Context: an optimization exercise on an open-source flow, tuned for small area, a short achievable clock period and few clock cycles per item. The choices shown serve that exercise and are no tape-out recipe.
Function was checked by simulation only, so behaviour that the tests miss may differ from the original.

## fpu_s
module fpu_s (
  input         clk,
  input         rst_n,
  input         req_valid,
  input  [6:0]  req_opcode,
  input  [6:0]  req_f7,
  input  [2:0]  req_rm,
  input  [4:0]  req_rs2,
  input  [31:0] req_v1,
  input  [31:0] req_v2,
  input  [31:0] req_v3,
  output        resp_valid,
  output [31:0] resp_value,
  output [4:0]  resp_fflags
);
For scale: roughly 12000 cells after synthesis, ~250 flip-flops, about 160 I/O pins, ~0.071 sq mm of cells after synthesis.
Settings: LEC_CHECK=0, ABC_AREA=1, CAP_MARGIN=20, CORE_MARGIN=2, CORE_UTILIZATION=40, SLEW_MARGIN=20; clock period 20.0 ns.
standard.sh (not shown) runs the stock make flow with config.mk's settings and CLKGATE_MAP_FILE= SYNTH_SCRIPT=/design/flow/synth_recipe.tcl, a recipe that flattens the netlist after the stock synthesis.
==> flow/flow/run.sh <==
#!/bin/bash
# Layout flow: the standard synthesis unchanged, then the standard ORFS
# steps (floorplan to finish) with timing repair aimed at a setup margin of
# 7 ns. The clock period and all constraints stay the design's.
# Each step's full output goes to a log file in this folder.
set -euo pipefail
bash standard.sh synth > synth.log 2>&1
bash standard.sh SETUP_SLACK_MARGIN=7 finish > layout.log 2>&1
Testbench counts at the start, summed over its fixed seeds: cycles 3,250, ops 2,400.
Rerun with:
- ABC_AREA: 1 -> not set
Outcome: This time the run finished but failed the layout checks on max-capacitance violations, max-slew violations. Cell count shrinks by 16%. Non-clock buffer count grows by 283. Maximum frequency shrinks by 9.7%. Count of clock-buffer cells in the layout grows by 8. Die area shrinks by 3.1%. Final area grows by 3.9%. Setup slack loses 1.4 ns. Utilization grows by 3.4 points. Sequential share of layout area shrinks by 0.22 points. Global-route usage grows by 3.3 points. Synthesized cell count shrinks by 20%.
Rerun with:
==> flow/run.sh (new file) <==
#!/bin/bash
# synth_recipe.tcl (not shown) runs the flow's synth.tcl, then flattens the netlist and writes it again
# the make line also repeats each setting of config.mk as NAME=value (left out here)
make -C /OpenROAD-flow-scripts/flow DESIGN_CONFIG=/design/flow/config.mk WORK_HOME=/design/flow/orfs CLKGATE_MAP_FILE= SYNTH_SCRIPT=/design/flow/synth_recipe.tcl finish
- ABC_AREA: not set -> 1
- SETUP_SLACK_MARGIN: not set -> 5
removed: flow/flow/run.sh
removed: flow/standard.sh
Outcome:
- The new run finished with timing, DRC and antenna clean
- final area fell by 6.8%
- register-to-register slack got worse by 1.8 ns
- via count rose by 3.2%
- worst hold slack got worse by 0.020 ns
- sequential cell count does not change
- clock-buffer cell count fell by 8
- setup slack got worse by 0.47 ns
- routed wire length fell by 6.4%
- first-iteration DRC count fell by 12%
- sequential share of layout area rose by 0.43 points
Rerun with:
- ABC_AREA: 1 -> not set
=> The new run produced a clean layout; final area shrinks slightly; first-iteration DRC count came out higher by about a fifth; global-route usage rises by 0.25 points; worst setup slack loses 0.27 ns; routed wire length drops slightly; via count went down by a few percent.

========
build 9:
Another version of the RTL of fpu_s (not shown whole).
For scale: roughly 10000 cells after synthesis, ~160 I/O pins, about 75000 um2 of cells after synthesis.
Design fpu_s, start of the top module:
module fpu_s (
  input         clk,
  input         rst_n,
  input         req_valid,
  input  [6:0]  req_opcode,
  input  [6:0]  req_f7,
  input  [2:0]  req_rm,
  input  [4:0]  req_rs2,
  input  [31:0] req_v1,
  input  [31:0] req_v2,
  input  [31:0] req_v3,
  output        resp_valid,
  output [31:0] resp_value,
  output [4:0]  resp_fflags
);
  localparam K = 4;                  
  localparam NC = 7;                 
  localparam N = K * NC;             
  localparam F = N + 2;              
  localparam WD = F + 3;
  wire [31:0] a = req_v1, b = req_v2, c = req_v3;
  wire op53 = req_opcode == 7'h53;
  wire is_fmadd = ~op53;
  wire d_add  = op53 & (req_f7 == 7'h00);
  wire d_sub  = op53 & (req_f7 == 7'h04);
  wire d_mul  = op53 & (req_f7 == 7'h08);
  wire d_div  = op53 & (req_f7 == 7'h0c);
  wire d_sqrt = op53 & (req_f7 == 7'h2c);
  wire d_i2f  = op53 & (req_f7 == 7'h68);
  wire d_f2i  = op53 & (req_f7 == 7'h60);
  wire d_addsub = d_add | d_sub;
  wire d_fma  = d_addsub | d_mul | is_fmadd | d_i2f;
  wire d_ds   = d_div | d_sqrt;
  wire d_misc = ~d_fma & ~d_ds;
  wire start = req_valid & rst_n;
  reg [2:0] brm;
  always @* case (req_rm) 3'd0: brm = 0; 3'd1: brm = 4; 3'd2: brm = 3; 3'd3: brm = 2; 3'd4: brm = 1; default: brm = 0; endcase
  reg        pend;           
  reg        slowm;          
  reg        replay;         
  reg        v_misc;         
  reg [31:0] misc_res; reg [4:0] misc_fl; reg m_rnd, m_inc, m_s, m_uns;
  reg [27:0] f_x, f_y; reg f_abgt, f_eeq, f_sub;
  reg [7:0]  f_xe; reg [2:0] f_abfl; reg f_sgn, f_sgnc, f_acc, f_neg, f_spec, f_ssgn, f_snv;
  ...
clock: 20.0 ns
lec_check: 0
cap_margin: 20
core_margin: 2
core_utilization: 40
setup_slack_margin: 5
slew_margin: 20
run.sh (not shown) runs the stock make flow with config.mk's settings and CLKGATE_MAP_FILE= SYNTH_SCRIPT=/design/flow/synth_recipe.tcl, a recipe that flattens the netlist after the stock synthesis.
Stock flow here: none of the scripts above is used.
Testbench counts of build 9, summed over its fixed seeds: cycles 3,389, ops 2,400.
diff inputs: build 9 => trial 58
--- a/flow/config.mk
+++ b/flow/config.mk
@@ -10,3 +10,2 @@
 export CORE_UTILIZATION = 40
-export SETUP_SLACK_MARGIN = 5
 export SLEW_MARGIN = 20
### Flow results
In terms of via count, trial 58 and build 9 differ only marginally. On first-pass GRT wire length, trial 58 and build 9 are neck and neck.

========
Another version of the RTL of fpu_s (not shown whole).
For scale: about 12000 cells after synthesis, roughly 190 flip-flops, about 160 I/O pins.
Settings: LEC_CHECK=0, ABC_AREA=1, CAP_MARGIN=20, CORE_MARGIN=2, CORE_UTILIZATION=46, SLEW_MARGIN=20; clock period 20.0 ns.
standard.sh (not shown) runs the stock make flow with config.mk's settings and CLKGATE_MAP_FILE= SYNTH_SCRIPT=/design/flow/synth_recipe.tcl, a recipe that flattens the netlist after the stock synthesis.
==> flow/flow/run.sh <==
#!/bin/bash
# Layout flow: the standard synthesis unchanged, then the standard ORFS
# steps (floorplan to finish) with timing repair aimed at a setup margin of
# 7.25 ns. The clock period and all constraints stay the design's.
# Each step's full output goes to a log file in this folder.
set -euo pipefail
bash standard.sh synth > synth.log 2>&1
bash standard.sh SETUP_SLACK_MARGIN=7.25 finish > layout.log 2>&1
Testbench counts at the start, summed over its fixed seeds: cycles 3,250, ops 2,400.
Next try:
==> flow/flow/run.sh (replaced) <==
#!/bin/bash
# Layout flow: the standard synthesis unchanged, then the standard ORFS
# steps (floorplan to finish) with timing repair aimed at a setup margin of
# 7 ns. The clock period and all constraints stay the design's.
# Each step's full output goes to a log file in this folder.
set -euo pipefail
bash standard.sh synth > synth.log 2>&1
bash standard.sh SETUP_SLACK_MARGIN=7 finish > layout.log 2>&1
CORE_UTILIZATION = 48   (was 46)
The changed run produced a clean layout.
Cell count goes down by 1.4%.
Synthesized area is unchanged.
Setup slack is worse by 0.30 ns.
Routed wire length barely changes.
Global-route usage goes up by 1.6 points.
Design area goes down by 1.7%.
Next try:
CORE_UTILIZATION = 55   (was 48)
Outcome:
- worst hold slack improves by 0.026 ns
- routed wire length went down by a few percent
- maximum frequency falls slightly
- design area fell slightly
- count of clock-buffer cells in the layout rises by 3

========
fpu_s again, from the RTL that the note above started with.
Settings: LEC_CHECK=0, ABC_AREA=1, CAP_MARGIN=20, CORE_MARGIN=2, CORE_UTILIZATION=42, SLEW_MARGIN=20; clock period 20.0 ns.
==> flow/flow/run.sh <==
#!/bin/bash
# Layout flow: the standard synthesis unchanged, then the standard ORFS
# steps (floorplan to finish) with timing repair aimed at a setup margin of
# 7.25 ns. The clock period and all constraints stay the design's.
# Each step's full output goes to a log file in this folder.
set -euo pipefail
bash standard.sh synth > synth.log 2>&1
bash standard.sh SETUP_SLACK_MARGIN=7.25 finish > layout.log 2>&1
Testbench counts at the start, summed over its fixed seeds: cycles 3,250, ops 2,400.
Next try:
==> flow/flow/run.sh (replaced) <==
#!/bin/bash
# Layout flow: the standard synthesis unchanged, then the standard ORFS
# steps (floorplan to finish) with timing repair aimed at a setup margin of
# 8 ns. The clock period and all constraints stay the design's.
# Each step's full output goes to a log file in this folder.
set -euo pipefail
bash standard.sh synth > synth.log 2>&1
bash standard.sh SETUP_SLACK_MARGIN=8 finish > layout.log 2>&1
CORE_UTILIZATION = 40   (was 42)
Wire length climbs by about 5.3%.
Area after synthesis does not change.
Final area climbs by 9.4%.
Critical path depth drops by 16.
Final cell count climbs by about 2.7%.
Worst setup slack improves by 530 ps.
Die area climbs by 4.9%.
Clock-buffer cell count climbs by 4.

========
fpu_s, a different RTL version from the one above (not shown whole).
Size in the first run: about 190 flip-flops, ~64000 um2 of cells after synthesis.
export LEC_CHECK = 0
export ABC_AREA = 1
export CAP_MARGIN = 20
export CORE_MARGIN = 2
export CORE_UTILIZATION = 45
export SLEW_MARGIN = 20
create_clock -name core_clock -period 20.0 [get_ports {clk}]
==> flow/flow/run.sh <==
#!/bin/bash
# Layout flow: the standard synthesis unchanged, then the standard ORFS
# steps (floorplan to finish) with timing repair aimed at a setup margin of
# 7 ns. The clock period and all constraints stay the design's.
# Each step's full output goes to a log file in this folder.
set -euo pipefail
bash standard.sh synth > synth.log 2>&1
bash standard.sh SETUP_SLACK_MARGIN=7 finish > layout.log 2>&1
Testbench counts at the start, summed over its fixed seeds: cycles 3,250, ops 2,400.
Next try:
--- a/flow/flow/run.sh
+++ b/flow/flow/run.sh
@@ -4 +4 @@
-# 7 ns. The clock period and all constraints stay the design's.
+# 7.75 ns. The clock period and all constraints stay the design's.
@@ -8 +8 @@
-bash standard.sh SETUP_SLACK_MARGIN=7 finish > layout.log 2>&1
+bash standard.sh SETUP_SLACK_MARGIN=7.75 finish > layout.log 2>&1
Outcome: First-iteration DRC count came out higher by 5.0%; final area came out higher by 5.1%; via count came out higher by 2.7%; setup slack improves by 0.70 ns; hold slack improves by 0.0051 ns; sequential share of layout area came out lower by 0.22 points; wire length came out higher by 3.4%.
Next try:
--- a/flow/flow/run.sh
+++ b/flow/flow/run.sh
@@ -4 +4 @@
-# 7.75 ns. The clock period and all constraints stay the design's.
+# 7.25 ns. The clock period and all constraints stay the design's.
@@ -8 +8 @@
-bash standard.sh SETUP_SLACK_MARGIN=7.75 finish > layout.log 2>&1
+bash standard.sh SETUP_SLACK_MARGIN=7.25 finish > layout.log 2>&1
Effect: The changed run completed without violations. Clock skew hardly moves. Core utilization drops by 1.8 points. Worst setup slack loses 0.60 ns. Area after synthesis does not change. Non-clock buffer count drops by 131. Via count drops by 2.1%. Fmax drops by 4.7%. Routed wire length drops by 2.2%. Die area does not change.
Next try:
--- a/flow/flow/run.sh
+++ b/flow/flow/run.sh
@@ -4 +4 @@
-# 7.25 ns. The clock period and all constraints stay the design's.
+# 7 ns. The clock period and all constraints stay the design's.
@@ -8 +8 @@
-bash standard.sh SETUP_SLACK_MARGIN=7.25 finish > layout.log 2>&1
+bash standard.sh SETUP_SLACK_MARGIN=7 finish > layout.log 2>&1
CORE_UTILIZATION = 50   (was 45)
Worst setup slack loses 0.21 ns.
Non-clock buffer count shrinks by 51.
Wire length shrinks by a few percent.
Fmax shrinks slightly.
Area after synthesis does not change.
Global-route usage grows by 3.9 points.

========
Starting RTL as in the previous note.
## fpu_s
module fpu_s (
  input         clk,
  input         rst_n,
  input         req_valid,
  input  [6:0]  req_opcode,
  input  [6:0]  req_f7,
  input  [2:0]  req_rm,
  input  [4:0]  req_rs2,
  input  [31:0] req_v1,
  input  [31:0] req_v2,
  input  [31:0] req_v3,
  output        resp_valid,
  output [31:0] resp_value,
  output [4:0]  resp_fflags
);
==> flow/config.mk <==
export PLATFORM = sky130hd
export DESIGN_NAME = fpu_s
export DESIGN_NICKNAME = fpu_s
export VERILOG_FILES = /design/flow/design.v
export SDC_FILE = /design/flow/constraint.sdc
export NUM_CORES = 8
export LEC_CHECK = 0
export ABC_AREA = 1
export CAP_MARGIN = 20
export CORE_MARGIN = 2
export CORE_UTILIZATION = 45
export SLEW_MARGIN = 20
==> flow/constraint.sdc <==
create_clock -name core_clock -period 20.0 [get_ports {clk}]
set_input_delay 4.0000 -clock core_clock [delete_from_list [all_inputs] [get_ports {clk}]]
set_output_delay 4.0000 -clock core_clock [all_outputs]
set_load 0.01 [all_outputs]
==> flow/flow/run.sh <==
#!/bin/bash
# Layout flow: the standard synthesis unchanged, then the standard ORFS
# steps (floorplan to finish) with timing repair aimed at a setup margin of
# 7.5 ns. The clock period and all constraints stay the design's.
# Each step's full output goes to a log file in this folder.
set -euo pipefail
bash standard.sh synth > synth.log 2>&1
bash standard.sh SETUP_SLACK_MARGIN=7.5 finish > layout.log 2>&1
Testbench counts at the start, summed over its fixed seeds: cycles 3,250, ops 2,400.
==> next run, changes <==
CORE_UTILIZATION = 50   (was 45)
The new run finished clean.
Via count grows by 1.8%.
Critical path depth grows by 4.
Core utilization grows by 5.6 points.
==> next run, changes <==
--- a/flow/flow/run.sh
+++ b/flow/flow/run.sh
@@ -4 +4 @@
-# 7.5 ns. The clock period and all constraints stay the design's.
+# 7 ns. The clock period and all constraints stay the design's.
@@ -8 +8 @@
-bash standard.sh SETUP_SLACK_MARGIN=7.5 finish > layout.log 2>&1
+bash standard.sh SETUP_SLACK_MARGIN=7 finish > layout.log 2>&1
CORE_UTILIZATION = 40   (was 50)
=> The new run completed with no timing, DRC or antenna violations. Clock-buffer cell count went down by 2. Via count goes down by a few percent. Die area grows by a quarter to a third. Setup slack got worse by 260 ps. Sequential cell count is unchanged.

========
zinc:
fpu_s with an RTL version that a note above also has.
Size in the first run: roughly 12000 cells after synthesis, roughly 190 flip-flops, ~160 I/O pins, ~0.069 sq mm of cells after synthesis.
clock: 20.0 ns
lec_check: 0
abc_area: 1
cap_margin: 20
core_margin: 2
core_utilization: 50
slew_margin: 20
==> flow/flow/run.sh <==
#!/bin/bash
# Layout flow: the standard synthesis unchanged, then the standard ORFS
# steps (floorplan to finish) with timing repair aimed at a setup margin of
# 7.5 ns. The clock period and all constraints stay the design's.
# Each step's full output goes to a log file in this folder.
set -euo pipefail
bash standard.sh synth > synth.log 2>&1
bash standard.sh SETUP_SLACK_MARGIN=7.5 finish > layout.log 2>&1
Having completed the whole flow, zinc delivered a layout that passed the timing, design-rule and antenna checks.
Testbench counts of zinc, summed over its fixed seeds: cycles 3,250, ops 2,400.
Input changes introduced in willow (baseline for comparison: zinc):
- a change of CORE_UTILIZATION from 50 to 45
==> comparison <==
- Non-clock buffer count (willow vs. zinc) decreases slightly
- willow vs zinc, utilization after layout went down by 4.8 points.
- willow ends up with a cell count that is 1.7% higher than in zinc.
- Compared with zinc, willow shows a final critical-path required period that is 310 ps lower.
#### Input delta (ember over willow)
- CORE_UTILIZATION changed from 45 to 60
==> flow/flow/run.sh <==
#!/bin/bash
# Layout flow: the standard synthesis unchanged, then the standard ORFS
# steps (floorplan to finish) with timing repair aimed at a setup margin of
# 7 ns. The clock period and all constraints stay the design's.
# Each step's full output goes to a log file in this folder.
set -euo pipefail
bash standard.sh synth > synth.log 2>&1
bash standard.sh SETUP_SLACK_MARGIN=7 finish > layout.log 2>&1
Notes after the runs:
- ember reports a lower detailed-route wire length than willow does.
- Compared with willow, ember shows area of the core lower by 25%.
- Summary: with willow as the reference, number of global-route vias before repair in ember moved up by a few percent.
- Transition time of the tightest slew-check pin is higher on ember
- Diff willow -> ember | share of the cycle needed by the critical path after routing | increase of 5.8 points
- The reg2reg setup slack of ember is lower than that of willow.
- Changes observed in ember relative to willow: clock-buffer cell count moved down, setup slack lost 1150 ps, sequential portion of the cell area climbed 0.24 points.
- Status ember: flow complete, layout not clean - capacitance limit, slew limit
### ember -> lagoon
- CORE_UTILIZATION now 45, was 60
Findings:
- The flow did not stop early for lagoon: all stages ran, and the layout cleared the timing, design-rule and antenna checks.
- lagoon and ember ended up with nearly the same clock skew.
- Between ember and lagoon, the area taken by multi-input logic gates does not differ in any meaningful way.
- Compared with ember, lagoon shows final estimated routing congestion in global placement that has gone down by a little under 10%.
- Critical path endpoint = misc_res[14]: lagoon; critical path endpoint = r_y[14]: ember

[static timing again, ports no longer ideal]
In the flow no input, the clock included, has a driving cell. The finished layouts below were timed again as built, in two steps. Step 1 assumes that a clkbuf_16 drives the clock port and a buf_2 every other input. Step 2 times the ports against the registers' clock, not the clock port: input delays grow and output delays shrink by t, the midpoint of the rising clock arrivals with the driver on. a / b / c = no drivers / after step 1 / after step 2; a / b = the first two.
| run | t (ns) | setup WS [ns] | worst setup path after step 2 | slew at the worst register clock pin (ns) | worst data-port slew with drivers (ns) |
|---|---|---|---|---|---|
| the first run of note 1 | 0.722 | 7.104 / 7.072 / 6.415 | input to register | 0.07 / 0.07 | 0.19 |
| the second run of note 1 | 0.690 | 5.725 / 5.780 / 5.091 | input to register | 0.07 / 0.07 | 0.09 |
| the third run of note 1 | 0.716 | 5.251 / 5.184 / 4.877 | input to register | 0.07 / 0.07 | 0.19 |
| the fourth run of note 1 | 0.666 | 4.985 / 4.952 / 4.358 | input to register | 0.08 / 0.08 | 0.27 |
| build 9 | 0.744 | 5.007 / 5.010 / 4.329 | input to register | 0.07 / 0.07 | 0.13 |
| trial 58 | 0.749 | 3.236 / 3.144 / 2.733 | input to register | 0.07 / 0.07 | 0.13 |
| the first run of note 3 | 0.595 | 7.263 / 7.192 / 6.670 | input to register | 0.09 / 0.09 | 0.20 |
| the second run of note 3 | 0.615 | 6.968 / 6.892 / 6.459 | input to register | 0.11 / 0.11 | 0.21 |
| the third run of note 3 | 0.612 | 6.804 / 6.860 / 6.248 | input to register | 0.09 / 0.09 | 0.15 |
| the first run of note 4 | 0.601 | 7.174 / 7.133 / 6.532 | input to register | 0.09 / 0.09 | 0.25 |
| the second run of note 4 | 0.613 | 7.701 / 7.630 / 7.132 | input to register | 0.11 / 0.11 | 0.14 |
| the first run of note 5 | 0.599 | 7.117 / 7.047 / 6.634 | input to register | 0.10 / 0.10 | 0.25 |
| the second run of note 5 | 0.607 | 7.818 / 7.750 / 7.290 | input to register | 0.11 / 0.11 | 0.26 |
| the third run of note 5 | 0.607 | 7.215 / 7.146 / 6.930 | input to register | 0.11 / 0.11 | 0.26 |
| the fourth run of note 5 | 0.613 | 7.005 / 6.927 / 6.562 | input to register | 0.10 / 0.10 | 0.06 |
| the first run of note 6 | 0.603 | 7.480 / 7.412 / 7.035 | input to register | 0.10 / 0.10 | 0.25 |
| the second run of note 6 | 0.605 | 7.425 / 7.352 / 7.045 | input to register | 0.10 / 0.10 | 0.05 |
| the third run of note 6 | 0.616 | 7.166 / 7.141 / 6.592 | input to register | 0.10 / 0.10 | 0.21 |
| zinc | 0.599 | 7.263 / 7.308 / 6.708 | input to register | 0.10 / 0.10 | 0.13 |
| willow | 0.599 | 7.577 / 7.507 / 6.946 | input to register | 0.10 / 0.10 | 0.22 |
| ember | 0.595 | 6.423 / 6.233 / 5.638 | input to register | 0.10 / 0.10 | 0.25 |
| lagoon | 0.597 | 7.085 / 7.091 / 6.543 | input to register | 0.10 / 0.10 | 0.21 |
For ember, which loses most, drivers alone change the setup slack by -0.190 ns; drivers and shift together by -0.785 ns.
